This design comes from an exercise in tuning for small area and a short achievable clock period on the open sky130 flow, not from production work. RTL that was checked went through simulation tests only; none was proved equivalent to the original. For runs 6 and 7, only the layout was checked, not whether the RTL still works.

File: flow/config.mk
export PLATFORM = sky130hd
export DESIGN_NAME = cordic_stage
export DESIGN_NICKNAME = cordic_stage
export VERILOG_FILES = /design/flow/design.v
export SDC_FILE = /design/flow/constraint.sdc
export NUM_CORES = 4
export LEC_CHECK = 0
export CAP_MARGIN = 20
export CORE_MARGIN = 2
export CORE_UTILIZATION = 40
export SETUP_SLACK_MARGIN = 1.2
export SLEW_MARGIN = 20
export SYNTH_HIERARCHICAL = 1
export SYNTH_MINIMUM_KEEP_SIZE = 0
File: flow/constraint.sdc
create_clock -name core_clock -period 3.65 [get_ports {clk}]
set_input_delay 0.7300 -clock core_clock [delete_from_list [all_inputs] [get_ports {clk}]]
set_output_delay 0.7300 -clock core_clock [all_outputs]
set_load 0.01 [all_outputs]
File: flow/design.v
`timescale 1ns / 1ps
module cordic_stage (clk, reset, X_i, Y_i, Z_i, X_O, Y_O, Z_O);
  input clk;
  input reset;
  input  signed [15:0] X_i;
  input  signed [15:0] Y_i;
  input  signed [15:0] Z_i;
  output signed [15:0] X_O;
  output signed [15:0] Y_O;
  output signed [15:0] Z_O;
  reg [16*15-1:0] ws;
  reg [16*15-1:0] vs;
  reg [14:0] q;
  reg [14:0] n;
  reg signed [13:0] z1;
  reg signed [13:0] z2;
  reg signed [12:0] z3;
  reg signed [11:0] z4;
  reg signed [10:0] z5;
  reg signed [9:0]  z6;
  reg signed [8:0]  z7;
  reg signed [7:0]  z8;
  reg signed [6:0]  z9;
  reg signed [5:0]  z10;
  reg signed [4:0]  z11;
  reg signed [3:0]  z12;
  reg signed [2:0]  z13;
  reg signed [1:0]  z14;
  reg               z15;
  reg               z15c, z15i;
  reg        [2:0]  zo;
  reg [15:0] xo, yo;
  reg [1:0]  wfl, vfl;
  wire qi = Z_i[15] ^ Z_i[14];
  always @(posedge clk) begin
    ws[15:0] <= X_i ^ {16{qi}};
    vs[15:0] <= Y_i ^ {16{Z_i[15]}};
    q[0]     <= qi;
    n[0]     <= Z_i[14];
    z1       <= {~Z_i[13], Z_i[12:0]};
  end
  wire [13:0] dnext = {z14[1], z13[2], z12[3], z11[4], z10[5], z9[6], z8[7],
                       z7[8], z6[9], z5[10], z4[11], z3[12], z2[13], z1[13]};
  wire signed [13:0] z2n;
  wire [15:0] w1n, v1n;
  cordic_iter #(.J(0), .WI(14), .WO(14), .A(4836)) it0 (.w(ws[15:0]), .v(vs[15:0]),
    .n(n[0]), .q(q[0]), .z(z1), .wo(w1n), .vo(v1n), .zo(z2n));
  wire signed [12:0] z3n;
  wire [15:0] w2n, v2n;
  cordic_iter #(.J(1), .WI(14), .WO(13), .A(2555)) it1 (.w(ws[31:16]), .v(vs[31:16]),
    .n(n[1]), .q(q[1]), .z(z2), .wo(w2n), .vo(v2n), .zo(z3n));
  wire signed [11:0] z4n;
  wire [15:0] w3n, v3n;
  cordic_iter #(.J(2), .WI(13), .WO(12), .A(1297)) it2 (.w(ws[47:32]), .v(vs[47:32]),
    .n(n[2]), .q(q[2]), .z(z3), .wo(w3n), .vo(v3n), .zo(z4n));
  wire signed [10:0] z5n;
  wire [15:0] w4n, v4n;
  cordic_iter #(.J(3), .WI(12), .WO(11), .A(651)) it3 (.w(ws[63:48]), .v(vs[63:48]),
    .n(n[3]), .q(q[3]), .z(z4), .wo(w4n), .vo(v4n), .zo(z5n));
  wire signed [9:0] z6n;
  wire [15:0] w5n, v5n;
  cordic_iter #(.J(4), .WI(11), .WO(10), .A(326)) it4 (.w(ws[79:64]), .v(vs[79:64]),
    .n(n[4]), .q(q[4]), .z(z5), .wo(w5n), .vo(v5n), .zo(z6n));
  wire signed [8:0] z7n;
  wire [15:0] w6n, v6n;
  cordic_iter #(.J(5), .WI(10), .WO(9), .A(163)) it5 (.w(ws[95:80]), .v(vs[95:80]),
    .n(n[5]), .q(q[5]), .z(z6), .wo(w6n), .vo(v6n), .zo(z7n));
  wire signed [7:0] z8n;
  wire [15:0] w7n, v7n;
  cordic_iter #(.J(6), .WI(9), .WO(8), .A(81)) it6 (.w(ws[111:96]), .v(vs[111:96]),
    .n(n[6]), .q(q[6]), .z(z7), .wo(w7n), .vo(v7n), .zo(z8n));
  wire signed [6:0] z9n;
  wire [15:0] w8n, v8n;
  cordic_iter #(.J(7), .WI(8), .WO(7), .A(41)) it7 (.w(ws[127:112]), .v(vs[127:112]),
    .n(n[7]), .q(q[7]), .z(z8), .wo(w8n), .vo(v8n), .zo(z9n));
  wire signed [5:0] z10n;
  wire [15:0] w9n, v9n;
  cordic_iter #(.J(8), .WI(7), .WO(6), .A(20)) it8 (.w(ws[143:128]), .v(vs[143:128]),
    .n(n[8]), .q(q[8]), .z(z9), .wo(w9n), .vo(v9n), .zo(z10n));
  wire signed [4:0] z11n;
  wire [15:0] w10n, v10n;
  cordic_iter #(.J(9), .WI(6), .WO(5), .A(10)) it9 (.w(ws[159:144]), .v(vs[159:144]),
    .n(n[9]), .q(q[9]), .z(z10), .wo(w10n), .vo(v10n), .zo(z11n));
  wire signed [3:0] z12n;
  wire [15:0] w11n, v11n;
  cordic_iter #(.J(10), .WI(5), .WO(4), .A(5)) it10 (.w(ws[175:160]), .v(vs[175:160]),
    .n(n[10]), .q(q[10]), .z(z11), .wo(w11n), .vo(v11n), .zo(z12n));
  wire signed [2:0] z13n;
  wire [15:0] w12n, v12n;
  cordic_iter #(.J(11), .WI(4), .WO(3), .A(3)) it11 (.w(ws[191:176]), .v(vs[191:176]),
    .n(n[11]), .q(q[11]), .z(z12), .wo(w12n), .vo(v12n), .zo(z13n));
  wire signed [1:0] z14n;
  wire [15:0] w13n, v13n;
  cordic_iter #(.J(12), .WI(3), .WO(2), .A(1)) it12 (.w(ws[207:192]), .v(vs[207:192]),
    .n(n[12]), .q(q[12]), .z(z13), .wo(w13n), .vo(v13n), .zo(z14n));
  wire [15:0] w14n, v14n;
  wire z15n;
  wire [1:0] w14f, v14f;
  cordic_iter #(.J(13), .WI(2), .WO(1), .A(1), .LAST(1)) it13 (.w(ws[223:208]), .v(vs[223:208]),
    .n(n[13]), .q(q[13]), .z(z14), .wo(w14n), .vo(v14n), .zo(z15n), .wf(w14f), .vf(v14f));
  always @(posedge clk) begin
    ws[31:16] <= w1n;
    vs[31:16] <= v1n;
    ws[47:32] <= w2n;
    vs[47:32] <= v2n;
    ws[63:48] <= w3n;
    vs[63:48] <= v3n;
    ws[79:64] <= w4n;
    vs[79:64] <= v4n;
    ws[95:80] <= w5n;
    vs[95:80] <= v5n;
    ws[111:96] <= w6n;
    vs[111:96] <= v6n;
    ws[127:112] <= w7n;
    vs[127:112] <= v7n;
    ws[143:128] <= w8n;
    vs[143:128] <= v8n;
    ws[159:144] <= w9n;
    vs[159:144] <= v9n;
    ws[175:160] <= w10n;
    vs[175:160] <= v10n;
    ws[191:176] <= w11n;
    vs[191:176] <= v11n;
    ws[207:192] <= w12n;
    vs[207:192] <= v12n;
    ws[223:208] <= w13n;
    vs[223:208] <= v13n;
    ws[239:224] <= w14n;
    vs[239:224] <= v14n;
    n[14:1] <= dnext;
    q[14:1] <= q[13:0];
    z2  <= z2n;
    z3  <= z3n;
    z4  <= z4n;
    z5  <= z5n;
    z6  <= z6n;
    z7  <= z7n;
    z8  <= z8n;
    z9  <= z9n;
    z10 <= z10n;
    z11 <= z11n;
    z12 <= z12n;
    z13 <= z13n;
    z14 <= z14n;
    z15 <= z15n;
    z15c <= z14[0];
    wfl <= w14f;
    vfl <= v14f;
    z15i  <= ~z14[0];
    zo[0] <= z15;
    zo[1] <= ~z15c;
    zo[2] <= z15i;
  end
  wire [15:0] xo_n, yo_n;
  cordic_last last (.w(ws[16*14 +: 16]), .v(vs[16*14 +: 16]), .wf(wfl), .vf(vfl), .d14(n[14]),
                    .d15(z15), .q(q[14]), .xo(xo_n), .yo(yo_n));
  always @(posedge clk) begin
    xo <= xo_n;
    yo <= yo_n;
  end
  assign X_O = xo;
  assign Y_O = yo;
  assign Z_O = {{5{zo[2]}}, {5{zo[1]}}, {6{zo[0]}}};
endmodule
module cordic_iter (w, v, n, q, z, wo, vo, zo, wf, vf);
  parameter J = 0;
  parameter WI = 14;
  parameter WO = 14;
  parameter A = 0;
  parameter LAST = 0;
  input  [15:0]   w;
  input  [15:0]   v;
  input           n;
  input           q;
  input  [WI-1:0] z;
  output [15:0]   wo;
  output [15:0]   vo;
  output [WO-1:0] zo;
  output [1:0]    wf;        
  output [1:0]    vf;        
  localparam L = 16 - J;
  function [17:0] step;
    input [15:0] a;
    input [15:0] b;
    input        inv;
    input        cin;
    input        flip;
    reg   [L-1:0] bb, p, g, gg, pp, gn, pn;
    reg   [L:0]   c;
    reg           s, inc, dec, ones, zeros, o_hi, z_hi, o_up, z_up, ro, rz;
    integer i, d;
    begin
      bb = b[15:J] ^ {L{inv}};
      p  = a[L-1:0] ^ bb;
      g  = a[L-1:0] & bb;
      gg = g;
      pp = p;
      for (d = 1; d < L; d = d * 2) begin
        gn = gg; pn = pp;
        for (i = d; i < L; i = i + 1) begin
          gn[i] = gg[i] | (pp[i] & gg[i-d]);
          pn[i] = pp[i] & pp[i-d];
        end
        gg = gn; pp = pn;
      end
      c = {gg | (pp & {L{cin}}), cin};
      step[L-1:0] = p ^ c[L-1:0] ^ {L{flip}};
      s   = b[15] ^ inv;
      inc = c[L] & ~s;
      dec = ~c[L] & s;
      ones = 1'b1; zeros = 1'b1;
      for (i = L; i < 16; i = i + 1) begin
        step[i] = a[i] ^ flip ^ (inc & ones) ^ (dec & zeros);
        ones  = ones & a[i];
        zeros = zeros & ~a[i];
      end
      o_hi = 1'b1; z_hi = 1'b1;
      for (i = L + 1; i < 15; i = i + 1) begin
        o_hi = o_hi & a[i];
        z_hi = z_hi & ~a[i];
      end
      o_up = o_hi & a[L];
      z_up = z_hi & ~a[L];
      ro = (~inc & ~dec & o_up) | (inc & o_hi & ~a[L]) | (dec & z_up);
      rz = (~inc & ~dec & z_up) | (inc & o_up) | (dec & z_hi & a[L]);
      step[17] = flip ? rz : ro;
      step[16] = flip ? ro : rz;
    end
  endfunction
  wire nn = z[WI-1];
  wire [17:0] ws_, vs_;
  assign ws_ = step(w, v, 1'b1, ~n ^ q, 1'b0);
  assign vs_ = step(v, w, 1'b0, q, LAST ? n : n ^ nn);
  assign wo  = ws_[15:0];
  assign vo  = vs_[15:0];
  assign wf  = LAST ? ws_[17:16] : 2'b00;
  assign vf  = LAST ? vs_[17:16] : 2'b00;
  wire [WI-1:0] k = A;
  wire [WI-1:0] s = z + (nn ? k : -k);
  assign zo = s[WO-1:0];
endmodule
module cordic_step (a, b, cin, flip, o);
  parameter J = 0;
  parameter INV = 0;
  localparam L = 16 - J;
  input  [15:0] a;
  input  [15:0] b;
  input         cin;
  input         flip;
  output [15:0] o;
  wire [L-1:0] bb = b[15:J] ^ {L{INV[0]}};
  wire [L-1:0] p  = a[L-1:0] ^ bb;
  wire [L-1:0] g  = a[L-1:0] & bb;
  reg  [L:0]   c;
  reg  [L-1:0] gg, pp, gn, pn;
  integer i, d;
  always @(*) begin
    gg = {g[L-1:1], g[0] | (p[0] & cin)};
    pp = p;
    for (d = 1; d < L; d = d * 2) begin
      gn = gg; pn = pp;
      for (i = d; i < L; i = i + 1) begin
        gn[i] = gg[i] | (pp[i] & gg[i-d]);
        pn[i] = pp[i] & pp[i-d];
      end
      gg = gn; pp = pn;
    end
    c = {gg, cin};
  end
  assign o[L-1:0] = p ^ c[L-1:0] ^ {L{flip}};
  generate
    if (J > 0) begin : hi
      wire s   = b[15] ^ INV[0];
      wire inc = c[L] & ~s;
      wire dec = ~c[L] & s;
      reg  [15:L] oh;
      reg         ones, zeros;
      integer k;
      always @(*) begin
        ones = 1'b1; zeros = 1'b1;
        for (k = L; k < 16; k = k + 1) begin
          oh[k] = a[k] ^ flip ^ (inc & ones) ^ (dec & zeros);
          ones  = ones & a[k];
          zeros = zeros & ~a[k];
        end
      end
      assign o[15:L] = oh;
    end
  endgenerate
endmodule
module cordic_last (w, v, wf, vf, d14, d15, q, xo, yo);
  input  [15:0] w;
  input  [15:0] v;
  input  [1:0]  wf;        
  input  [1:0]  vf;        
  input         d14;       
  input         d15;       
  input         q;
  output [15:0] xo;
  output [15:0] yo;
  function [15:0] addlow;
    input [15:0] a;
    input [4:0]  lp;
    reg          ones, zeros;
    integer i;
    begin
      addlow[2:0] = lp[2:0];
      ones = 1'b1; zeros = 1'b1;
      for (i = 3; i < 16; i = i + 1) begin
        addlow[i] = a[i] ^ (lp[4] & ones) ^ (lp[3] & zeros);
        ones  = ones & a[i];
        zeros = zeros & ~a[i];
      end
    end
  endfunction
  function [1:0] sign14_tab;
    input [6:0] idx;
    reg [1:0] o;
    reg n00, n01, n02, n03, n04, n05, n06, n07, n08, n09, n10, n11, n12;
    begin
      n00 = ~idx[4];
      n01 = ~(idx[0] & idx[2]);
      n02 = ~(idx[0] | idx[2]);
      n03 = ~((idx[4] & n01) | n02);
      n04 = ~((idx[1] & n03) | idx[3]);
      n05 = ~((idx[0] & idx[2]) | idx[1]);
      n06 = ~((n00 | n02) & n05);
      n07 = idx[5] | idx[6];
      n08 = ~((idx[3] & n06) | n07);
      n09 = idx[5] & idx[6];
      n10 = ~(idx[1] ^ idx[3]);
      n11 = n09 & n10;
      n12 = ~(n06 & n11);
      o[0] = n08 & ~(n04);
      o[1] = ~((idx[1] & n03) | n12);
      sign14_tab = o;
    end
  endfunction
  function [4:0] last_tab0;
    input [7:0] idx;
    reg [4:0] o;
    reg n000, n001, n002, n003, n004, n005, n006, n007, n008, n009, n010, n011, n012, n013, n014, n015, n016, n017, n018, n019, n020, n021, n022, n023, n024, n025, n026, n027, n028, n029, n030, n031, n032, n033, n034, n035, n036, n037, n038, n039, n040, n041, n042, n043, n044, n045, n046, n047, n048, n049, n050, n051, n052;
    begin
      n000 = ~idx[2];
      n001 = ~idx[5];
      n002 = idx[0] | idx[3];
      n003 = ~((idx[2] | n002) & idx[4]);
      n004 = ~(idx[0] & idx[1]);
      n005 = idx[2] & ~(n004);
      n006 = ~((idx[3] & n005) | idx[4]);
      n007 = ~(idx[6] | idx[7]);
      n008 = idx[1] | ~(idx[0]);
      n009 = ~n008;
      n010 = ~(idx[0] & idx[3]);
      n011 = n008 & n010;
      n012 = ~(idx[4] & n011);
      n013 = idx[4] | ~(n002);
      n014 = n009 | n013;
      n015 = idx[2] ? n014 : n012;
      n016 = ~(idx[5] & n003);
      n017 = ~((idx[5] | n015) & (n016 | n006));
      n018 = idx[4] | ~(idx[6]);
      n019 = ~(n000 & n002);
      n020 = idx[3] | ~(idx[2]);
      n021 = n008 | n020;
      n022 = ~(n019 & n021);
      n023 = n001 & ~(n011);
      n024 = ~((idx[5] & n022) | (n023 & n000));
      n025 = ~(idx[4] & idx[6]);
      n026 = ~((idx[5] | n010) & n020);
      n027 = idx[0] ? idx[1] : n000;
      n028 = ~(n020 & n027);
      n029 = ~((n004 & n026) | (n028 & idx[5]));
      n030 = ~((n018 | n024) & (n025 | n029));
      n031 = n000 & ~(n008);
      n032 = idx[2] | n008;
      n033 = idx[4] | n031;
      n034 = ~((idx[3] & n005) | n033);
      n035 = n021 & ~(n003);
      n036 = ~((n034 | n035) & idx[5]);
      n037 = idx[3] & ~(idx[4]);
      n038 = ~((n031 & n037) | idx[5]);
      n039 = idx[6] | n038;
      n040 = ~((n015 & n038) | idx[6]);
      n041 = ~((n036 & n040) | n030);
      n042 = ~(idx[4] ^ idx[6]);
      n043 = ~((n011 & n019) | (n020 & n009));
      n044 = n000 ? n008 : n004;
      n045 = ~n044;
      n046 = idx[0] ? idx[1] : idx[2];
      n047 = idx[3] ? n046 : n045;
      n048 = n001 ? n047 : n043;
      n049 = n002 & n010;
      n050 = idx[4] ? n021 : n032;
      n051 = ~((idx[5] & n050) | n039);
      n052 = n030 | n051;
      o[0] = ~(n001 ^ n049);
      o[1] = ~(n042 ^ n048);
      o[2] = ~(idx[7] ^ n041);
      o[3] = n007 & n017;
      o[4] = idx[7] & n052;
      last_tab0 = o;
    end
  endfunction
  function [4:0] last_tab1;
    input [7:0] idx;
    reg [4:0] o;
    reg n000, n001, n002, n003, n004, n005, n006, n007, n008, n009, n010, n011, n012, n013, n014, n015, n016, n017, n018, n019, n020, n021, n022, n023, n024, n025, n026, n027, n028, n029, n030, n031, n032, n033, n034, n035, n036, n037, n038, n039, n040, n041, n042, n043, n044, n045, n046, n047, n048, n049, n050, n051, n052, n053, n054;
    begin
      n000 = ~idx[4];
      n001 = ~idx[6];
      n002 = ~idx[1];
      n003 = ~(idx[3] | idx[0]);
      n004 = idx[3] & idx[2];
      n005 = ~((idx[0] | n002) & (n003 | n004));
      n006 = n003 & ~(idx[2]);
      n007 = ~(idx[0] | idx[1]);
      n008 = idx[2] | ~(n007);
      n009 = ~(idx[4] & n008);
      n010 = ~((n000 & n005) | idx[5]);
      n011 = ~((n006 | n009) & n010);
      n012 = n004 & n007;
      n013 = idx[5] & n009;
      n014 = ~((idx[4] | n012) & (n013 | idx[6]));
      n015 = idx[4] & ~(idx[5]);
      n016 = ~(n006 & n015);
      n017 = ~((idx[1] | n016) & idx[6]);
      n018 = idx[7] | ~(n017);
      n019 = idx[2] & idx[1];
      n020 = n003 & n019;
      n021 = n007 | ~(idx[2]);
      n022 = idx[3] & idx[0];
      n023 = n004 | n022;
      n024 = ~((n021 & n023) | idx[4]);
      n025 = ~((n009 | n020) & idx[5]);
      n026 = ~((n024 | n025) & n011);
      n027 = idx[4] & ~(n012);
      n028 = ~((idx[2] | n022) & n027);
      n029 = idx[4] | n007;
      n030 = idx[2] & ~(n003);
      n031 = ~((n029 | n030) & idx[5]);
      n032 = n028 & ~(n031);
      n033 = n031 | ~(n028);
      n034 = idx[2] | n007;
      n035 = idx[3] | idx[2];
      n036 = ~((n007 & n035) | n022);
      n037 = ~(n034 & n036);
      n038 = ~(idx[4] | idx[5]);
      n039 = ~((n003 | n034) & n038);
      n040 = ~(idx[6] & n039);
      n041 = ~((n015 & n037) | n040);
      n042 = ~((n001 & n026) | (n033 & n041));
      n043 = ~(n003 | n022);
      n044 = idx[5] ? n022 : n003;
      n045 = ~((idx[2] & n043) | n044);
      n046 = ~(n000 ^ n007);
      n047 = ~(idx[6] ^ n046);
      n048 = n022 & ~(idx[2]);
      n049 = n000 ? n048 : n020;
      n050 = ~((n021 | n022) & n015);
      n051 = ~((idx[6] | n049) & idx[7]);
      n052 = ~((idx[6] & n032) | n051);
      n053 = ~((idx[5] | idx[6]) & n050);
      n054 = n039 & ~(n053);
      o[0] = ~(idx[5] ^ n043);
      o[1] = ~(n045 ^ n047);
      o[2] = ~(idx[7] ^ n042);
      o[3] = ~((n011 & n014) | n018);
      o[4] = n052 & n054;
      last_tab1 = o;
    end
  endfunction
  function signbit;
    input       a15;
    input [1:0] f;
    input [1:0] id;
    begin
      signbit = a15 ^ (id[1] & f[1]) ^ (id[0] & f[0]);
    end
  endfunction
  wire       w15s = signbit(w[15], wf, sign14_tab({w[2:0], v[15:14], ~d14, q}));
  wire       v15s = signbit(v[15], vf, sign14_tab({v[2:0], w[15:14], d14, q}));
  wire [7:0] ix   = {w[2:0], v[15:14], ~d14, ~d15, q};
  wire [7:0] iy   = {v[2:0], w[15:14], d14, d15, q};
  wire [15:0] x0 = addlow(w, last_tab0(ix));
  wire [15:0] x1 = addlow(w, last_tab1(ix));
  wire [15:0] y0 = addlow(v, last_tab0(iy));
  wire [15:0] y1 = addlow(v, last_tab1(iy));
  assign xo = v15s ? x1 : x0;
  assign yo = w15s ? y1 : y0;
endmodule
File: flow/run.sh
#!/bin/bash
# synth_recipe.tcl (not shown) runs the flow's synth.tcl, then flattens the netlist and writes it again
# the make line also repeats each setting of config.mk as NAME=value (left out here)
make -C /OpenROAD-flow-scripts/flow DESIGN_CONFIG=/design/flow/config.mk WORK_HOME=/design/flow/orfs CLKGATE_MAP_FILE= SYNTH_SCRIPT=/design/flow/synth_recipe.tcl finish
==> flow_metrics.py, run 1 <==
metrics = {
    "sta": {
        "maxSlewHeadroom_pct": 42.5,
        "hold_slack_ps": 325,
        "fin_ws_ps": 968,
        "finalSetupViolations": 0,
        "finalCriticalPeriod_ps": 2680,
        "slew_viol_final": 0,
        "final-hold-violation-count": 0,
        "fin_worst_skew_ps": 29.1,
        "min_period_over_period_pct": 73.5,
        "fmax_mhz": 373,
        "tightest_slew_ps": 861,
        "rsz0062_at_grt": "yes",
        "tns_ps": 0,
    },
    "worst_setup_path": {
        "worstPathRequired_ps": 4170,
        "cp.arrival_ps": 3200,
        "reg2reg_setup_slack_ps": 970,
        "cp_max_fo": 3,
        "start_kind": "flop",
        "critPathCaptureType": "flop",
        "r2r-start": "vs[71]$_DFF_P_",
        "reg2reg_to": "ws[93]$_DFF_P_",
        "rr_worst_depth": 11,
        "worst-setup-path-type": "flop to flop",
    },
    "die": {
        "start_util_pct": 40.5,
        "die_x_um": 317,
        "rows": 114,
        "core_sq_um": 97000,
        "io_pins": 98,
        "die_height_um": 317,
        "die_area_sq_um": 101000,
    },
    "clock_network": {
        "cts_max_level": 3,
        "cts_made_buffers": 80,
        "cts_root_buf": "clkbuf_16",
        "cts_tree": "done",
        "clkTransAtPathRegs_ps": 60,
        "cts_num_sinks": 670,
        "clk_path_buf_depth": 3,
        "clk-insertion-delay-late_ps": 640,
    },
    "global_routing": {
        "antenna_found_initial": 1,
        "grt_max_degree": 34,
        "first_global_vias": 28000,
        "grt_use_total_pct": 16.6,
        "grt_pass1_wl_um": 137000,
        "globalRoute.totalOverflow": 0,
    },
    "drt": {
        "postRouteAntennaNets": 0,
        "avgRoutedWirePerCell_um": 14.9,
        "drc": 0,
        "dr.pass1.iters": 5,
        "first_iter_violations": 1205,
        "via_per_inst": 5.04,
        "wl_um": 84300,
        "routed-via-count": 28500,
    },
    "hold_path": {
        "min_from": "z10[0]$_DFF_P_",
        "hp-class": "flop to flop",
        "min_to": "z11[0]$_DFF_P_",
        "whs_path_depth": 0,
    },
    "place": {
        "placed_cells": 5388,
        "gp_congestion": 0.884,
        "numPortBuffers": 96,
        "dp_hpwl_um": 63600,
        "dpl_worst_slack_ps": 461,
    },
    "synthesis": {
        "avgSynthCellArea_sq_um": 9.58,
        "syn-num-nets": 4553,
        "yosysWarnings": 30,
        "syn_area_sq_um": 39200,
        "syn_inst": 4095,
    },
    "layout": {
        "fin_cells": 5653,
        "syn_to_final_growth_pct": 18.5,
        "fillCellCount": 9029,
        "nets": 4773,
        "drive_gt1_share_pct": 14.7,
        "n_antenna_cell": 0,
    },
    "flow_run": {
        "maxCapViolCount": 0,
    },
    "outcome": {
        "status": "no timing/DRC/antenna violations",
    },
}
==> worst max-delay path by stage <==
stage,start,to,cells after the start
after floorplan,vs[73]$_DFF_P_,ws[93]$_DFF_P_,11
after global placement,vs[238]$_DFF_P_,yo[4]$_DFF_P_,11
after detailed placement,vs[238]$_DFF_P_,yo[4]$_DFF_P_,11
after CTS,vs[238]$_DFF_P_,yo[4]$_DFF_P_,11
after global routing,vs[238]$_DFF_P_,yo[4]$_DFF_P_,12
final,vs[71]$_DFF_P_,ws[93]$_DFF_P_,11
==> layout make-up <==
class	count	area [sq um]	share of cell area, %
clock buffer	118	2380	5.12
clock inverter	26	269	0.579
inverter	319	1230	2.64
multi-input combinational	2997	25300	54.3
sequential	670	13500	29.1
tap	1276	1600	3.44
timing repair buffer	247	2250	4.84
==> layout by cell type, fill, tap and decap left out, drive strengths merged, types with 91 or more instances in the layout <==
cell	instances
nand2	176
nor2	227
ha	366
nand3	91
clkbuf	118
clkdlybuf4s50	94
nor3	91
xor2	211
a21oi	235
dfxtp	670
buf	152
inv	316
xnor2	581
o21ai	139
==> registers in the layout, indices dropped and copies added, names as in the netlist, 11 cells and up <==
signal,count
yo,16
n,15
vs,240
z4,12
ws,240
z2,14
z5,11
z3,13
q,15
z1,14
xo,16
==> metal layers <==
| layer | vias up | routed length [um] | global-route usage, % |
|---|---|---|---|
| met5 | - | 0 | 0 |
| met4 | 0 | 2800 | 5.83 |
| met1 | 13300 | 34700 | 18.4 |
| li1 | 14600 | - | - |
| met2 | 453 | 44000 | 31.6 |
| met3 | 167 | 2840 | 2.67 |
==> worst max-delay path, stage by stage (launching register included) <==
cell	delay [ps]
dfxtp_2	340
inv_2	50
ha_4	210
a21o_1	150
a221o_1	330
a31o_4	230
o311a_4	320
o41a_4	360
and2_4	170
ha_4	150
xnor2_2	120
xnor2_1	120
==> stage by stage <==
stage          util, %  cell area, sq um
2_1_floorplan        -             39500
3_3_place_gp      42.8             41500
3_5_place_dp      42.8             41500
4_1_cts           46.5             45100
5_1_grt           47.9             46500
6_report          47.9             46500
==> what timing repair did <==
item,CTS,global route
buffers inserted,59,58
endpoints found under the setup margin,94,129
hold endpoints to repair,0,0
pin swaps,37,53
cloned,2,2
resized for setup,105,188
hold buffers,0,0
==> run 2, diff against run 1 <==
--- a/flow/config.mk
+++ b/flow/config.mk
@@ -10,3 +10,4 @@
 export CORE_UTILIZATION = 40
-export SETUP_SLACK_MARGIN = 1.2
+export CTS_BUF_LIST = sky130_fd_sc_hd__clkbuf_8
+export SETUP_SLACK_MARGIN = 1.0
 export SLEW_MARGIN = 20
==> flow_metrics.py, run 2 <==
metrics = {
    "place": {
        "dpl_cell_area_sq_um": 41500,
        "numPortBuffers": 96,
        "dp_hpwl_um": 63300,
        "gp_congestion": 0.852,
        "dpl_worst_slack_ps": 579,
    },
    "drt": {
        "routed-via-count": 28300,
        "via_per_inst": 5.00,
        "avgRoutedWirePerCell_um": 14.6,
        "wl_um": 82400,
        "first_iter_violations": 1103,
        "drc": 0,
        "postRouteAntennaNets": 0,
        "dr.pass1.iters": 5,
    },
    "sta": {
        "finalSetupViolations": 0,
        "fin_worst_skew_ps": 31.7,
        "rsz0062_at_grt": "yes",
        "fin_ws_ps": 967,
        "finalCriticalPeriod_ps": 2680,
        "maxSlewHeadroom_pct": 30.1,
        "fmax_mhz": 373,
        "final-hold-violation-count": 0,
        "slew_viol_final": 0,
        "tightest_slew_ps": 1050,
        "tns_ps": 0,
        "min_period_over_period_pct": 73.5,
    },
    "clock_network": {
        "clk_path_buf_depth": 3,
        "cts_tree": "done",
        "cts_num_sinks": 670,
        "cts_hold_repair.buffers": 0,
        "cts_root_buf": "clkbuf_8",
        "cts_max_level": 3,
        "clk-insertion-delay-late_ps": 760,
        "cts_made_buffers": 116,
        "clkTransAtPathRegs_ps": 70,
    },
    "hold_path": {
        "min_from": "z5[0]$_DFF_P_",
        "hp-class": "flop to flop",
    },
    "synthesis": {
        "syn_area_sq_um": 39200,
        "avgSynthCellArea_sq_um": 9.58,
        "syn-num-nets": 4553,
        "yosysWarnings": 30,
        "syn_inst": 4095,
    },
    "worst_setup_path": {
        "reg2reg_setup_slack_ps": 970,
        "cp_max_fo": 4,
        "crit_start": "vs[71]$_DFF_P_",
        "r2r-start": "vs[71]$_DFF_P_",
        "worst-setup-path-type": "flop to flop",
        "cp.arrival_ps": 3310,
        "worstPathRequired_ps": 4270,
        "start_kind": "flop",
        "critPathCaptureType": "flop",
    },
    "die": {
        "die_x_um": 317,
        "die_height_um": 317,
        "core_sq_um": 97000,
        "rows": 114,
        "die_area_sq_um": 101000,
        "start_util_pct": 40.5,
        "io_pins": 98,
    },
    "flow_run": {
        "maxCapViolCount": 0,
    },
    "global_routing": {
        "globalRoute.totalOverflow": 0,
        "grt_pass1_wl_um": 136000,
        "antenna_found_initial": 1,
        "grt_max_degree": 48,
        "first_global_vias": 27900,
        "grt_use_total_pct": 16.4,
    },
    "layout": {
        "drive_gt1_share_pct": 12.4,
        "syn_to_final_growth_pct": 15.2,
        "layout.cells.most_common_list": "dfxtp_1, xnor2_1, ha_1",
        "final_common_cell": "dfxtp_1",
        "fin_area_sq_um": 45200,
        "fillCellCount": 9274,
        "nets": 4747,
        "top_regs": "vs: 240 flops, ws: 240 flops",
        "regArea_sq_um": 13500,
        "multiInputGateArea_sq_um": 24500,
    },
    "outcome": {
        "status": "no timing/DRC/antenna violations",
    },
}
## run 2: cell types whose count changed in the layout (fill, tap and decap cells not counted), moves of 16 or more
| cell | before | now |
|---|---|---|
| buf_4 | 118 | 83 |
| buf_6 | 27 | 4 |
| clkbuf_1 | 17 | 0 |
| clkbuf_16 | 82 | 1 |
| clkbuf_8 | 19 | 154 |
| clkinv_2 | 13 | 30 |
| dfxtp_1 | 627 | 648 |
| inv_1 | 299 | 315 |
## run 2: repair_timing
item,CTS,global route
setup endpoints to repair,60,67
resized for setup,47,81
setup buffers,22,28
pin swaps,16,26
gates cloned,1,1
## run 2: critical path, stage by stage, from the launching register on
cell and delay (ps):
dfxtp_2 340, inv_2 40, ha_4 220, a21o_1 150, a221o_1 320, a31o_1 230, o311a_4 330, o41a_4 360
and2_4 170, ha_4 150, xnor2_2 120, xnor2_1 120
## run 2: per-stage QoR
stage                     hold slack [ps]  std cells  util (%)
after global routing                  330       5663      46.6
final                                 324       5663      46.6
after CTS                             326       5632      45.9
after global placement                312       5394      42.7
after floorplan                       310       4095         -
after detailed placement              312       5394      42.7
## run 2: final timing paths
check	to	cells past startpoint
max	ws[93]$_DFF_P_	11
min reg2reg	z6[0]$_DFF_P_	0
min	z6[0]$_DFF_P_	0
max reg2reg	ws[93]$_DFF_P_	11
## run 2: layout make-up
| type | count | share of cell area [%] |
|---|---|---|
| antenna | 1 | 0.00553 |
| clock buffer | 154 | 4.69 |
| clock inverter | 61 | 1.26 |
| inverter | 319 | 2.70 |
| multi-input combinational | 2995 | 54.3 |
| sequential | 670 | 29.8 |
| tap | 1276 | 3.53 |
| timing repair buffer | 187 | 3.78 |
## run 2: layer usage
| metal | wire length, um | global-route usage (%) | vias to the layer above |
|---|---|---|---|
| met5 | 0 | 0 | - |
| met4 | 3140 | 6.69 | 0 |
| met3 | 2850 | 2.77 | 184 |
| met2 | 41700 | 30.1 | 492 |
| met1 | 34700 | 18.7 | 13100 |
| li1 | - | - | 14600 |
==> run 3, diff against run 2 <==
--- a/flow/config.mk
+++ b/flow/config.mk
@@ -10,3 +10,4 @@
 export CORE_UTILIZATION = 40
-export CTS_BUF_LIST = sky130_fd_sc_hd__clkbuf_8
+export CTS_CLUSTER_DIAMETER = 120
+export CTS_CLUSTER_SIZE = 30
 export SETUP_SLACK_MARGIN = 1.0
==> flow_metrics.py, run 3 <==
metrics = {
    "global_routing": {
        "globalRoute.totalOverflow": 0,
        "use_met1_pct": 18.6,
        "first_global_vias": 26900,
        "grt_use_met3_pct": 1.21,
        "grt_use_met2_pct": 29.9,
        "grt.busiest_layer": "met2",
        "antenna_found_initial": 0,
        "grt_max_degree": 48,
        "grt_pass1_wl_um": 132000,
        "grt_use_total_pct": 15.7,
    },
    "die": {
        "rows": 114,
        "core_sq_um": 97000,
        "die_x_um": 317,
        "io_pins": 98,
        "start_util_pct": 40.5,
        "die_height_um": 317,
        "die_area_sq_um": 101000,
    },
    "sta": {
        "tns_ps": 0,
        "fmax_mhz": 374,
        "maxSlewHeadroom_pct": 29.0,
        "min_period_over_period_pct": 73.2,
        "fin_worst_skew_ps": 25.7,
        "finalSetupViolations": 0,
        "rsz0062_at_grt": "yes",
        "finalCriticalPeriod_ps": 2670,
        "final-hold-violation-count": 0,
        "tightest_slew_ps": 1060,
        "slew_viol_final": 0,
    },
    "place": {
        "gp_congestion": 0.852,
        "dp_hpwl_um": 63300,
        "numPortBuffers": 96,
    },
    "worst_setup_path": {
        "cpMaxStageDelayCell": "dfxtp_4",
        "rr_worst_depth": 10,
        "cp_common_cell": "ha_4",
        "r2r-start": "ws[69]$_DFF_P_",
        "reg2reg_setup_slack_ps": 980,
        "cp.arrival_ps": 3200,
        "worst-setup-path-type": "flop to flop",
        "critPathCaptureType": "flop",
        "crit_start": "ws[69]$_DFF_P_",
        "critical_path_depth": 10,
        "worstPathRequired_ps": 4180,
        "start_kind": "flop",
        "reg2reg_to": "ws[93]$_DFF_P_",
        "crit_family": "compound AO/OA/AOI/OAI gates",
        "crit_buf_inv": 0,
        "max_stage_delay_ps": 370,
        "worstSetupEndpoint": "ws[93]$_DFF_P_",
        "worstPathCellList": "ha_4 -> a21o_1 -> a221o_1 -> a31o_1 -> o311a_4 -> o41a_4 -> and2_4 -> ha_4 -> xnor2_2 -> xnor2_1",
        "cp_max_fo": 4,
    },
    "layout": {
        "fillCellCount": 9384,
        "layout.cells.most_common_list": "dfxtp_1, xnor2_1, ha_1",
        "top_regs": "vs: 240 flops, ws: 240 flops",
        "drive_gt1_share_pct": 8.69,
        "syn_to_final_growth_pct": 10.0,
        "final_common_cell": "dfxtp_1",
        "n_antenna_cell": 0,
        "nets": 4655,
    },
    "synthesis": {
        "syn_area_sq_um": 39200,
        "yosysWarnings": 30,
        "avgSynthCellArea_sq_um": 9.58,
        "syn-num-nets": 4553,
        "syn_inst": 4095,
    },
    "flow_run": {
        "maxCapViolCount": 0,
    },
    "drt": {
        "postRouteAntennaNets": 0,
        "dr.pass1.iters": 7,
        "avgRoutedWirePerCell_um": 14.6,
        "drc": 0,
        "first_iter_violations": 1247,
        "wl_um": 80000,
        "routed-via-count": 27600,
        "via_per_inst": 5.04,
    },
    "clock_network": {
        "cts_num_sinks": 670,
        "clk-insertion-delay-late_ps": 630,
        "clk_path_buf_depth": 3,
        "cts_made_buffers": 27,
        "cts_max_level": 1,
        "cts_root_buf": "clkbuf_16",
        "clkTransAtPathRegs_ps": 110,
        "cts_tree": "done",
    },
    "outcome": {
        "status": "no timing/DRC/antenna violations",
    },
    "hold_path": {
        "hp-class": "flop to flop",
    },
}
[run 3: area by class of cell]
cell class                      instances  area (sq um)  area share [%]
Sequential cell                       670         13500            31.2
Timing Repair Buffer                  184          1690            3.91
Clock buffer                           27           676            1.57
Multi-Input combinational cell       2995         24500            56.7
Inverter                              319          1210            2.81
Tap cell                             1276          1600            3.70
Clock inverter                          5          66.3           0.154
[run 3: metal layers]
layer  vias to the layer above  routed length (um)  share of wire (%)
met5                         -                   0                  0
li1                      14300                   -                  -
met3                       107                1780                2.2
met1                     12800               34400                 43
met4                         0                2600                3.2
met2                       404               41200                 52
[run 3: how the worst min path moves through the flow]
stage              startpoint       endpoint  slack, ps  cells after the start
3_3_place_gp     z15i$_DFF_P_  zo[2]$_DFF_P_        310                      0
6_report        z5[0]$_DFF_P_  z6[0]$_DFF_P_        340                      0
4_1_cts         z5[0]$_DFF_P_  z6[0]$_DFF_P_        340                      0
3_5_place_dp    z5[0]$_DFF_P_  z6[0]$_DFF_P_        310                      0
5_1_grt         z5[0]$_DFF_P_  z6[0]$_DFF_P_        350                      0
2_1_floorplan  z14[1]$_DFF_P_  n[14]$_DFF_P_        310                      0
[run 3: per-stage QoR]
| stage | hold slack, ps | cell area [sq um] | util (%) | std cells | setup slack [ps] |
|---|---|---|---|---|---|
| final | 339 | 43200 | 44.5 | 5476 | 977 |
| after floorplan | 310 | 39300 | - | 4095 | 910 |
| after global placement | 312 | 41500 | 42.7 | 5394 | 608 |
| after detailed placement | 312 | 41500 | 42.7 | 5394 | 579 |
| after CTS | 340 | 42500 | 43.8 | 5448 | 921 |
| after global routing | 345 | 43200 | 44.5 | 5476 | 881 |
[run 3: timing repair]
item                       CTS  global route
buffers inserted            21            26
pin swaps                   14            17
hold buffers                 0             0
setup endpoints to repair   65            70
gates resized for setup     39            71
gates cloned                 1             1
==> run 4, diff against run 3 <==
--- a/flow/config.mk
+++ b/flow/config.mk
@@ -10,4 +10,2 @@
 export CORE_UTILIZATION = 40
-export CTS_CLUSTER_DIAMETER = 120
-export CTS_CLUSTER_SIZE = 30
 export SETUP_SLACK_MARGIN = 1.0
==> flow_metrics.py, run 4 <==
metrics = {
    "outcome": {
        "status": "no timing/DRC/antenna violations",
    },
    "drt": {
        "routed-via-count": 28100,
        "drc": 0,
        "via_per_inst": 5.02,
        "avgRoutedWirePerCell_um": 14.7,
        "postRouteAntennaNets": 0,
        "first_iter_violations": 1235,
        "dr.pass1.iters": 5,
        "wl_um": 82400,
    },
    "worst_setup_path": {
        "worstPathRequired_ps": 4160,
        "reg2reg_setup_slack_ps": 970,
        "cp.arrival_ps": 3190,
        "start_kind": "flop",
        "cp_max_fo": 3,
        "r2r-start": "ws[69]$_DFF_P_",
        "crit_start": "ws[69]$_DFF_P_",
        "worst-setup-path-type": "flop to flop",
        "critPathCaptureType": "flop",
        "rr_worst_depth": 10,
        "reg2reg_to": "ws[93]$_DFF_P_",
        "worstSetupEndpoint": "ws[93]$_DFF_P_",
    },
    "clock_network": {
        "cts_hold_repair.buffers": 0,
        "cts_root_buf": "clkbuf_16",
        "cts_made_buffers": 80,
        "cts_max_level": 3,
        "cts_tree": "done",
        "clk_path_buf_depth": 3,
        "cts_num_sinks": 670,
        "clk-insertion-delay-late_ps": 640,
        "clkTransAtPathRegs_ps": 60,
    },
    "layout": {
        "syn_to_final_growth_pct": 15.3,
        "final_util_pct": 46.6,
        "nets": 4710,
        "fillCellCount": 9193,
        "fin_cells": 5593,
        "final_common_cell": "dfxtp_1",
        "layout.cells.most_common_list": "dfxtp_1, xnor2_1, ha_1",
        "drive_gt1_share_pct": 10.9,
        "n_antenna_cell": 0,
        "top_regs": "vs: 240 flops, ws: 240 flops",
    },
    "place": {
        "numPortBuffers": 96,
        "dp_hpwl_um": 63300,
        "placed_cells": 5394,
        "gp_congestion": 0.852,
    },
    "sta": {
        "fmax_mhz": 374,
        "tns_ps": 0,
        "finalCriticalPeriod_ps": 2680,
        "final-hold-violation-count": 0,
        "min_period_over_period_pct": 73.3,
        "rsz0062_at_grt": "yes",
        "finalSetupViolations": 0,
        "maxSlewHeadroom_pct": 29.0,
        "tightest_slew_ps": 1060,
        "slew_viol_final": 0,
        "fin_worst_skew_ps": 27.1,
    },
    "global_routing": {
        "first_global_vias": 27600,
        "grt_max_degree": 48,
        "antenna_found_initial": 0,
        "grt_use_total_pct": 16.3,
        "globalRoute.totalOverflow": 0,
        "grt_pass1_wl_um": 135000,
    },
    "flow_run": {
        "maxCapViolCount": 0,
    },
    "die": {
        "die_x_um": 317,
        "die_height_um": 317,
        "start_util_pct": 40.5,
        "core_sq_um": 97000,
        "rows": 114,
        "io_pins": 98,
        "die_area_sq_um": 101000,
    },
    "synthesis": {
        "yosysWarnings": 30,
        "syn_inst": 4095,
        "avgSynthCellArea_sq_um": 9.58,
        "syn_area_sq_um": 39200,
        "syn-num-nets": 4553,
    },
    "hold_path": {
        "min_from": "z5[0]$_DFF_P_",
        "hp-class": "flop to flop",
    },
}
## run 4: layout make-up
| cell class | count | area [sq um] | share of cell area [%] |
|---|---|---|---|
| timing repair buffer | 186 | 1710 | 3.79 |
| sequential | 670 | 13500 | 29.7 |
| clock inverter | 30 | 384 | 0.849 |
| multi-input combinational | 2995 | 24500 | 54.2 |
| inverter | 319 | 1220 | 2.69 |
| tap | 1276 | 1600 | 3.53 |
| clock buffer | 117 | 2340 | 5.18 |
## run 4: stage by stage
step,hold slack [ps],setup WS [ps],cell area (sq um)
floorplan,310,910,39300
global placement,312,608,41500
detailed placement,312,579,41500
CTS,326,910,44500
global route,330,908,45200
finish,325,974,45200
## run 4: critical path: stages (launching register included)
cell and delay [ps]:
dfxtp_4 350, ha_4 240, a21o_1 160, a221o_1 310
a31o_1 230, o311a_4 330, o41a_4 360, and2_4 170
ha_4 150, xnor2_2 120, xnor2_1 120
## run 4: worst min-delay path by stage
stage | endpoint | slack (ps) | depth (start not counted)
floorplan | n[14]$_DFF_P_ | 310 | 0
finish | z6[0]$_DFF_P_ | 330 | 0
CTS | z6[0]$_DFF_P_ | 330 | 0
global route | z6[0]$_DFF_P_ | 330 | 0
global placement | zo[2]$_DFF_P_ | 310 | 0
detailed placement | z6[0]$_DFF_P_ | 310 | 0
## run 4: routing by layer
metal	part of all wire, %	track usage (%)	vias up
li1	-	-	14500
met2	51	30.2	423
met4	3.8	6.52	0
met5	0	0	-
met1	43	18.6	13000
met3	2.9	2.48	168
## run 4: timing repair
item | in CTS | in global routing
setup buffers | 17 | 32
gates cloned | 1 | 1
resized for setup | 40 | 81
pin swaps | 16 | 19
endpoints found under the setup margin | 61 | 68
==> run 5, diff against run 4 <==
--- a/flow/config.mk
+++ b/flow/config.mk
@@ -10,2 +10,4 @@
 export CORE_UTILIZATION = 40
+export CTS_CLUSTER_DIAMETER = 100
+export CTS_CLUSTER_SIZE = 22
 export SETUP_SLACK_MARGIN = 1.0
==> flow_metrics.py, run 5 <==
metrics = {
    "worst_setup_path": {
        "critical_path_depth": 10,
        "cpMaxStageDelayCell": "dfxtp_4",
        "r2r-start": "ws[69]$_DFF_P_",
        "worstPathCellList": "ha_4 -> a21o_1 -> a221o_1 -> a31o_1 -> o311a_4 -> o41a_4 -> and2_4 -> ha_4 -> xnor2_2 -> xnor2_1",
        "start_kind": "flop",
        "crit_family": "compound AO/OA/AOI/OAI gates",
        "cp.arrival_ps": 3170,
        "rr_worst_depth": 10,
        "reg2reg_to": "ws[93]$_DFF_P_",
        "cp_common_cell": "ha_4",
        "worst-setup-path-type": "flop to flop",
        "crit_buf_inv": 0,
        "critPathCaptureType": "flop",
        "reg2reg_setup_slack_ps": 960,
        "cp_max_fo": 4,
        "crit_start": "ws[69]$_DFF_P_",
        "worstSetupEndpoint": "ws[93]$_DFF_P_",
        "worstPathRequired_ps": 4140,
        "max_stage_delay_ps": 360,
    },
    "drt": {
        "avgRoutedWirePerCell_um": 14.7,
        "first_iter_violations": 1131,
        "wl_um": 80500,
        "postRouteAntennaNets": 0,
        "via_per_inst": 5.05,
        "routed-via-count": 27700,
        "dr.pass1.iters": 5,
        "drc": 0,
    },
    "synthesis": {
        "avgSynthCellArea_sq_um": 9.58,
        "syn_area_sq_um": 39200,
        "syn_inst": 4095,
        "syn-num-nets": 4553,
        "yosysWarnings": 30,
    },
    "clock_network": {
        "clk_path_buf_depth": 3,
        "cts_hold_repair.buffers": 0,
        "cts_made_buffers": 37,
        "cts_num_sinks": 670,
        "cts_tree": "done",
        "cts_max_level": 2,
        "clk-insertion-delay-late_ps": 600,
        "clkTransAtPathRegs_ps": 90,
        "cts_root_buf": "clkbuf_16",
    },
    "die": {
        "start_util_pct": 40.5,
        "die_x_um": 317,
        "die_area_sq_um": 101000,
        "die_height_um": 317,
        "io_pins": 98,
        "core_sq_um": 97000,
        "rows": 114,
    },
    "layout": {
        "fin_cells": 5486,
        "final_common_cell": "dfxtp_1",
        "regArea_sq_um": 13500,
        "multiInputGateArea_sq_um": 24500,
        "syn_to_final_growth_pct": 10.7,
        "drive_gt1_share_pct": 8.93,
        "nets": 4659,
        "final_util_pct": 44.8,
        "fin_area_sq_um": 43400,
        "layout.cells.most_common_list": "dfxtp_1, xnor2_1, ha_1",
        "top_regs": "vs: 240 flops, ws: 240 flops",
        "fillCellCount": 9367,
        "n_antenna_cell": 0,
    },
    "sta": {
        "slew_viol_final": 0,
        "final-hold-violation-count": 0,
        "fin_worst_skew_ps": 15.5,
        "tightest_slew_ps": 1050,
        "min_period_over_period_pct": 73.7,
        "finalSetupViolations": 0,
        "tns_ps": 0,
        "finalCriticalPeriod_ps": 2690,
        "maxSlewHeadroom_pct": 29.5,
        "rsz0062_at_grt": "yes",
        "fmax_mhz": 372,
        "hold_slack_ps": 333,
        "fin_ws_ps": 961,
    },
    "global_routing": {
        "first_global_vias": 27000,
        "antenna_found_initial": 0,
        "grt_max_degree": 48,
        "grt_pass1_wl_um": 133000,
        "globalRoute.totalOverflow": 0,
        "grt_use_total_pct": 15.9,
    },
    "flow_run": {
        "maxCapViolCount": 0,
    },
    "place": {
        "numPortBuffers": 96,
        "dp_hpwl_um": 63300,
        "placed_cells": 5394,
        "dpl_worst_slack_ps": 579,
        "dpl_cell_area_sq_um": 41500,
        "gp_congestion": 0.852,
    },
    "outcome": {
        "status": "no timing/DRC/antenna violations",
    },
    "hold_path": {
        "hp-class": "flop to flop",
    },
}
==> run 5: timing repair <==
action                                  CTS  global route
gates resized for setup                  42            64
gates cloned                              1             0
buffers inserted                         23            19
endpoints found under the setup margin   63            69
pin swaps                                13            22
==> run 5: layout make-up <==
class	instances	share of cell area (%)
Multi-Input combinational cell	2995	56.3
Sequential cell	670	31.0
Timing Repair Buffer	178	3.71
Tap cell	1276	3.68
Inverter	319	2.79
Clock buffer	43	2.37
Clock inverter	5	0.110
==> run 5: worst min-delay path by stage <==
stage,endpoint,from,cells after the start
after floorplan,n[14]$_DFF_P_,z14[1]$_DFF_P_,0
after global routing,z6[0]$_DFF_P_,z5[0]$_DFF_P_,0
after detailed placement,z6[0]$_DFF_P_,z5[0]$_DFF_P_,0
after CTS,z6[0]$_DFF_P_,z5[0]$_DFF_P_,0
final,z6[0]$_DFF_P_,z5[0]$_DFF_P_,0
after global placement,zo[2]$_DFF_P_,z15i$_DFF_P_,0
==> run 5: routing by layer <==
metal  global-route usage (%)  routed length, um  vias to the layer above
met2                     30.3              41600                      378
li1                         -                  -                    14300
met5                        0                  0                        -
met4                     4.63               2150                        0
met3                     1.58               2110                      100
met1                     18.7              34700                    12900
==> run 6, diff against run 5 <==
--- a/flow/design.v
+++ b/flow/design.v
@@ -212,3 +212,3 @@
       for (i = L; i < 16; i = i + 1) begin
-        step[i] = a[i] ^ flip ^ (inc & ones) ^ (dec & zeros);
+        step[i] = a[i] ^ flip ^ (c[L] ? ~s & ones : s & zeros);
         ones  = ones & a[i];
--- a/flow/config.mk
+++ b/flow/config.mk
@@ -10,4 +10,2 @@
 export CORE_UTILIZATION = 40
-export CTS_CLUSTER_DIAMETER = 100
-export CTS_CLUSTER_SIZE = 22
 export SETUP_SLACK_MARGIN = 1.0
==> flow_metrics.py, run 6 <==
metrics = {
    "sta": {
        "fmax_mhz": 380,
        "final-hold-violation-count": 0,
        "rsz0062_at_grt": "yes",
        "finalCriticalPeriod_ps": 2630,
        "tns_ps": 0,
        "maxSlewHeadroom_pct": 30.7,
        "min_period_over_period_pct": 72.1,
        "hold_slack_ps": 323,
        "finalSetupViolations": 0,
        "tightest_slew_ps": 1040,
        "fin_worst_skew_ps": 17.6,
        "slew_viol_final": 0,
    },
    "worst_setup_path": {
        "worst-setup-path-type": "flop to flop",
        "cpMaxStageDelayCell": "dfxtp_4",
        "max_stage_delay_ps": 410,
        "cp_max_fo": 9,
        "cp.arrival_ps": 3130,
        "cp_common_cell": "a31oi_1",
        "worstPathCellList": "inv_6 -> fa_2 -> or3_1 -> o41ai_2 -> a31oi_1 -> a211oi_4 -> buf_6 -> buf_12 -> and3b_1 -> a31oi_1 -> o211ai_1 -> xnor2_1",
        "worstPathRequired_ps": 4150,
        "critPathCaptureType": "flop",
        "crit_family": "compound AO/OA/AOI/OAI gates",
        "crit_buf_inv": 3,
        "start_kind": "flop",
    },
    "layout": {
        "final_common_cell": "dfxtp_1",
        "drive_gt1_share_pct": 9.57,
        "layout.cells.most_common_list": "dfxtp_1, xnor2_1, ha_1",
        "fin_area_sq_um": 45200,
        "fillCellCount": 9331,
        "n_antenna_cell": 0,
        "syn_to_final_growth_pct": 14.3,
        "regArea_sq_um": 13400,
        "multiInputGateArea_sq_um": 24600,
        "top_regs": "vs: 240 flops, ws: 240 flops",
        "final_util_pct": 46.1,
        "nets": 4712,
    },
    "clock_network": {
        "cts_root_buf": "clkbuf_16",
        "cts_made_buffers": 79,
        "clk_path_buf_depth": 3,
        "cts_tree": "done",
        "clk-insertion-delay-late_ps": 630,
        "clkTransAtPathRegs_ps": 60,
        "cts_num_sinks": 670,
        "cts_max_level": 3,
    },
    "die": {
        "io_pins": 98,
        "start_util_pct": 40.3,
        "die_area_sq_um": 101000,
        "rows": 115,
        "die_height_um": 318,
        "core_sq_um": 98100,
        "die_x_um": 318,
    },
    "hold_path": {
        "hp-class": "flop to flop",
    },
    "global_routing": {
        "first_global_vias": 27500,
        "antenna_found_initial": 0,
        "globalRoute.totalOverflow": 0,
        "grt_max_degree": 46,
        "grt_pass1_wl_um": 135000,
        "grt_use_total_pct": 16.0,
    },
    "drt": {
        "wl_um": 83200,
        "routed-via-count": 28300,
        "avgRoutedWirePerCell_um": 14.8,
        "first_iter_violations": 1150,
        "postRouteAntennaNets": 0,
        "via_per_inst": 5.04,
        "drc": 0,
        "dr.pass1.iters": 5,
    },
    "place": {
        "numPortBuffers": 96,
        "gp_congestion": 0.850,
        "dp_hpwl_um": 64600,
        "dpl_cell_area_sq_um": 41700,
    },
    "synthesis": {
        "syn-num-nets": 4586,
        "avgSynthCellArea_sq_um": 9.55,
        "yosysWarnings": 30,
        "syn_inst": 4140,
        "syn_area_sq_um": 39500,
    },
    "flow_run": {
        "maxCapViolCount": 0,
    },
    "outcome": {
        "status": "no timing/DRC/antenna violations",
    },
}
-- run 6: changes by cell type in the layout (fill, tap and decap cells not counted), moves of 13 or more --
cell / previous run / this run
buf_4: 77 / 62
clkbuf_1: 0 / 13
clkbuf_16: 39 / 82
nand2_1: 174 / 158
nand2b_1: 41 / 54
nor2_1: 226 / 211
-- run 6: layout make-up --
cell class	instances	share of cell area [%]
clock buffer	105	4.93
clock inverter	34	1.17
inverter	310	2.60
multi-input combinational	3036	54.5
sequential	670	29.7
tap	1287	3.56
timing repair buffer	169	3.54
-- run 6: repair_timing --
| action | CTS | global route |
|---|---|---|
| resized for setup | 36 | 61 |
| setup buffers | 9 | 17 |
| pin swaps | 6 | 14 |
| hold buffers | 0 | 0 |
| cloned | 0 | 1 |
| endpoints found under the setup margin | 40 | 78 |
-- run 6: metal layers --
metal / GRT usage, % / vias up / part of all wire, %
li1: - / 14700 / -
met1: 16.8 / 13000 / 40
met2: 32.0 / 412 / 54
met3: 2.30 / 154 / 2.6
met4: 5.52 / 0 / 3.0
met5: 0 / - / 0
-- run 6: metrics by stage --
step	setup WS, ps	instances
5_1_grt	917	5611
2_1_floorplan	1010	4140
3_5_place_dp	666	5444
6_report	1020	5611
4_1_cts	939	5592
3_3_place_gp	691	5444
-- run 6: worst reg2reg max path, stage by stage (launching register included) --
cell and delay [ps]:
dfxtp_4 410, inv_6 70, fa_2 330, or3_1 320, o41ai_2 70, a31oi_1 190, a211oi_4 240, buf_6 160
buf_12 130, and3b_1 170, a31oi_1 130, o211ai_1 140, xnor2_1 140
-- run 6: path summary, 6_finish.rpt --
check	startpoint	to	slack (ps)	cells past startpoint
setup / recovery	q[14]$_DFF_P_	yo[4]$_DFF_P_	1020	12
hold reg to reg	z15i$_DFF_P_	zo[2]$_DFF_P_	320	0
setup reg to reg	q[14]$_DFF_P_	yo[4]$_DFF_P_	1020	12
hold / removal	z15i$_DFF_P_	zo[2]$_DFF_P_	320	0
==> run 7, diff against run 6 <==
--- a/flow/config.mk
+++ b/flow/config.mk
@@ -10,2 +10,4 @@
 export CORE_UTILIZATION = 40
+export CTS_CLUSTER_DIAMETER = 100
+export CTS_CLUSTER_SIZE = 26
 export SETUP_SLACK_MARGIN = 1.0
==> flow_metrics.py, run 7 <==
metrics = {
    "die": {
        "die_height_um": 318,
        "core_sq_um": 98100,
        "start_util_pct": 40.3,
        "io_pins": 98,
        "rows": 115,
        "die_x_um": 318,
        "die_area_sq_um": 101000,
    },
    "layout": {
        "layout.cells.most_common_list": "dfxtp_1, xnor2_1, ha_1",
        "fin_area_sq_um": 43500,
        "final_common_cell": "dfxtp_1",
        "top_regs": "vs: 240 flops, ws: 240 flops",
        "fin_cells": 5523,
        "n_antenna_cell": 0,
        "nets": 4671,
        "syn_to_final_growth_pct": 10.1,
        "drive_gt1_share_pct": 8.05,
    },
    "sta": {
        "tns_ps": 0,
        "final-hold-violation-count": 0,
        "tightest_slew_ps": 1130,
        "fin_worst_skew_ps": 46.6,
        "min_period_over_period_pct": 74.1,
        "finalCriticalPeriod_ps": 2700,
        "finalSetupViolations": 0,
        "maxSlewHeadroom_pct": 24.9,
        "fmax_mhz": 370,
        "slew_viol_final": 0,
        "rsz0062_at_grt": "yes",
    },
    "drt": {
        "routed-via-count": 27900,
        "avgRoutedWirePerCell_um": 14.7,
        "dr.pass1.iters": 5,
        "wl_um": 81300,
        "via_per_inst": 5.05,
        "drc": 0,
        "postRouteAntennaNets": 0,
        "first_iter_violations": 1251,
    },
    "place": {
        "gp_congestion": 0.850,
        "placed_cells": 5444,
        "dpl_cell_area_sq_um": 41700,
        "dp_hpwl_um": 64600,
        "numPortBuffers": 96,
    },
    "worst_setup_path": {
        "start_kind": "flop",
        "reg2reg_setup_slack_ps": 950,
        "cp_max_fo": 6,
        "r2r-start": "q[14]$_DFF_P_",
        "cpMaxStageDelayCell": "dfxtp_4",
        "worstPathCellList": "inv_8 -> fa_2 -> or3_1 -> o41ai_2 -> a31oi_1 -> a211oi_4 -> buf_6 -> mux2i_4 -> nor2_1 -> o32a_1 -> xor2_1",
        "reg2reg_to": "yo[11]$_DFF_P_",
        "worst-setup-path-type": "flop to flop",
        "rr_worst_depth": 11,
        "critPathCaptureType": "flop",
        "cp.arrival_ps": 3180,
        "max_stage_delay_ps": 430,
        "worstPathRequired_ps": 4130,
    },
    "synthesis": {
        "syn_area_sq_um": 39500,
        "syn_inst": 4140,
        "avgSynthCellArea_sq_um": 9.55,
        "syn-num-nets": 4586,
        "yosysWarnings": 30,
    },
    "global_routing": {
        "grt_max_degree": 46,
        "grt_pass1_wl_um": 133000,
        "first_global_vias": 27000,
        "globalRoute.totalOverflow": 0,
        "antenna_found_initial": 0,
        "grt_use_total_pct": 15.6,
    },
    "hold_path": {
        "min_from": "z15i$_DFF_P_",
        "hp-class": "flop to flop",
        "min_to": "zo[2]$_DFF_P_",
        "whs_path_depth": 0,
    },
    "clock_network": {
        "cts_num_sinks": 670,
        "cts_root_buf": "clkbuf_16",
        "cts_hold_repair.buffers": 0,
        "cts_tree": "done",
        "cts_max_level": 2,
        "clkTransAtPathRegs_ps": 100,
        "clk-insertion-delay-late_ps": 610,
        "cts_made_buffers": 35,
        "clk_path_buf_depth": 3,
    },
    "outcome": {
        "status": "no timing/DRC/antenna violations",
    },
    "flow_run": {
        "maxCapViolCount": 0,
    },
}
-- run 7: stage by stage --
| stage | utilization (%) | hold slack [ps] | setup slack [ps] |
|---|---|---|---|
| floorplan | - | 310 | 1010 |
| global placement | 42.5 | 313 | 691 |
| detailed placement | 42.5 | 312 | 666 |
| CTS | 43.9 | 334 | 922 |
| global route | 44.4 | 343 | 890 |
| finish | 44.4 | 330 | 945 |
-- run 7: final cells by class --
class	instances	area, sq um
inverter	310	1170
timing repair buffer	172	1620
tap	1287	1610
sequential	670	13400
fill	9492	54600
multi-input combinational	3036	24600
clock inverter	12	163
clock buffer	36	901
-- run 7: how the worst max path moves through the flow --
stage | from | end | slack, ps
floorplan | vs[238]$_DFF_P_ | yo[11]$_DFF_P_ | 1010
global placement | vs[238]$_DFF_P_ | yo[4]$_DFF_P_ | 690
detailed placement | vs[238]$_DFF_P_ | yo[4]$_DFF_P_ | 670
CTS | ws[239]$_DFF_P_ | yo[4]$_DFF_P_ | 920
global route | ws[224]$_DFF_P_ | yo[4]$_DFF_P_ | 890
finish | q[14]$_DFF_P_ | yo[11]$_DFF_P_ | 950
-- run 7: routing by layer --
| metal | part of all wire, % | vias to the layer above | wire (um) | GRT usage (%) |
|---|---|---|---|---|
| li1 | - | 14500 | - | - |
| met1 | 40 | 12800 | 32800 | 16.6 |
| met2 | 54 | 368 | 44200 | 31.4 |
| met3 | 2.0 | 134 | 1630 | 1.50 |
| met4 | 3.3 | 0 | 2650 | 5.70 |
| met5 | 0 | - | 0 | 0 |
-- run 7: what timing repair did --
item	CTS	global route
endpoints found under the setup margin	37	76
resized for setup	36	63
buffers inserted	10	20
cloned	1	0
pin swaps	7	14
-- run 7: worst max-delay path: cells and delay by family, from the launching register on --
family	cells	cell delay [ps]
AO/OA/AOI/OAI	4	680
buffers and inverters	2	230
adder cells (fa/ha/maj)	1	330
AND/OR/NAND/NOR	2	410
flip-flops	1	430
XOR/XNOR	1	140
multiplexers	1	350

-- port drivers added, routing unchanged --
No port has a modelled driver above. Below, the same layouts with a new extraction and two added sets of constraints. Step 1, drivers: a clkbuf_16 drives clk and a buf_2 each remaining input, both assumed. Step 2 moves the port delays by t, midway between the first and last clock arrival at a register: inputs arrive t later, outputs are due t later. That takes back most of the time a late clock gives input paths. Three values: no drivers, after step 1, after step 2; two values: the first two.
| run | t, ns | setup slack, ns | worst slew at a driven data input, ns |
|---|---|---|---|
| run 1 | 0.684 | 0.968 / 0.968 / 0.968 | 0.11 |
| run 2 | 0.799 | 0.967 / 0.967 / 0.967 | 0.05 |
| run 3 | 0.680 | 0.977 / 0.977 / 0.977 | 0.05 |
| run 4 | 0.691 | 0.974 / 0.974 / 0.974 | 0.05 |
| run 5 | 0.648 | 0.961 / 0.961 / 0.961 | 0.05 |
| run 6 | 0.684 | 1.019 / 1.019 / 1.019 | 0.06 |
| run 7 | 0.650 | 0.945 / 0.945 / 0.945 | 0.06 |
After both steps every run listed still meets setup and hold.
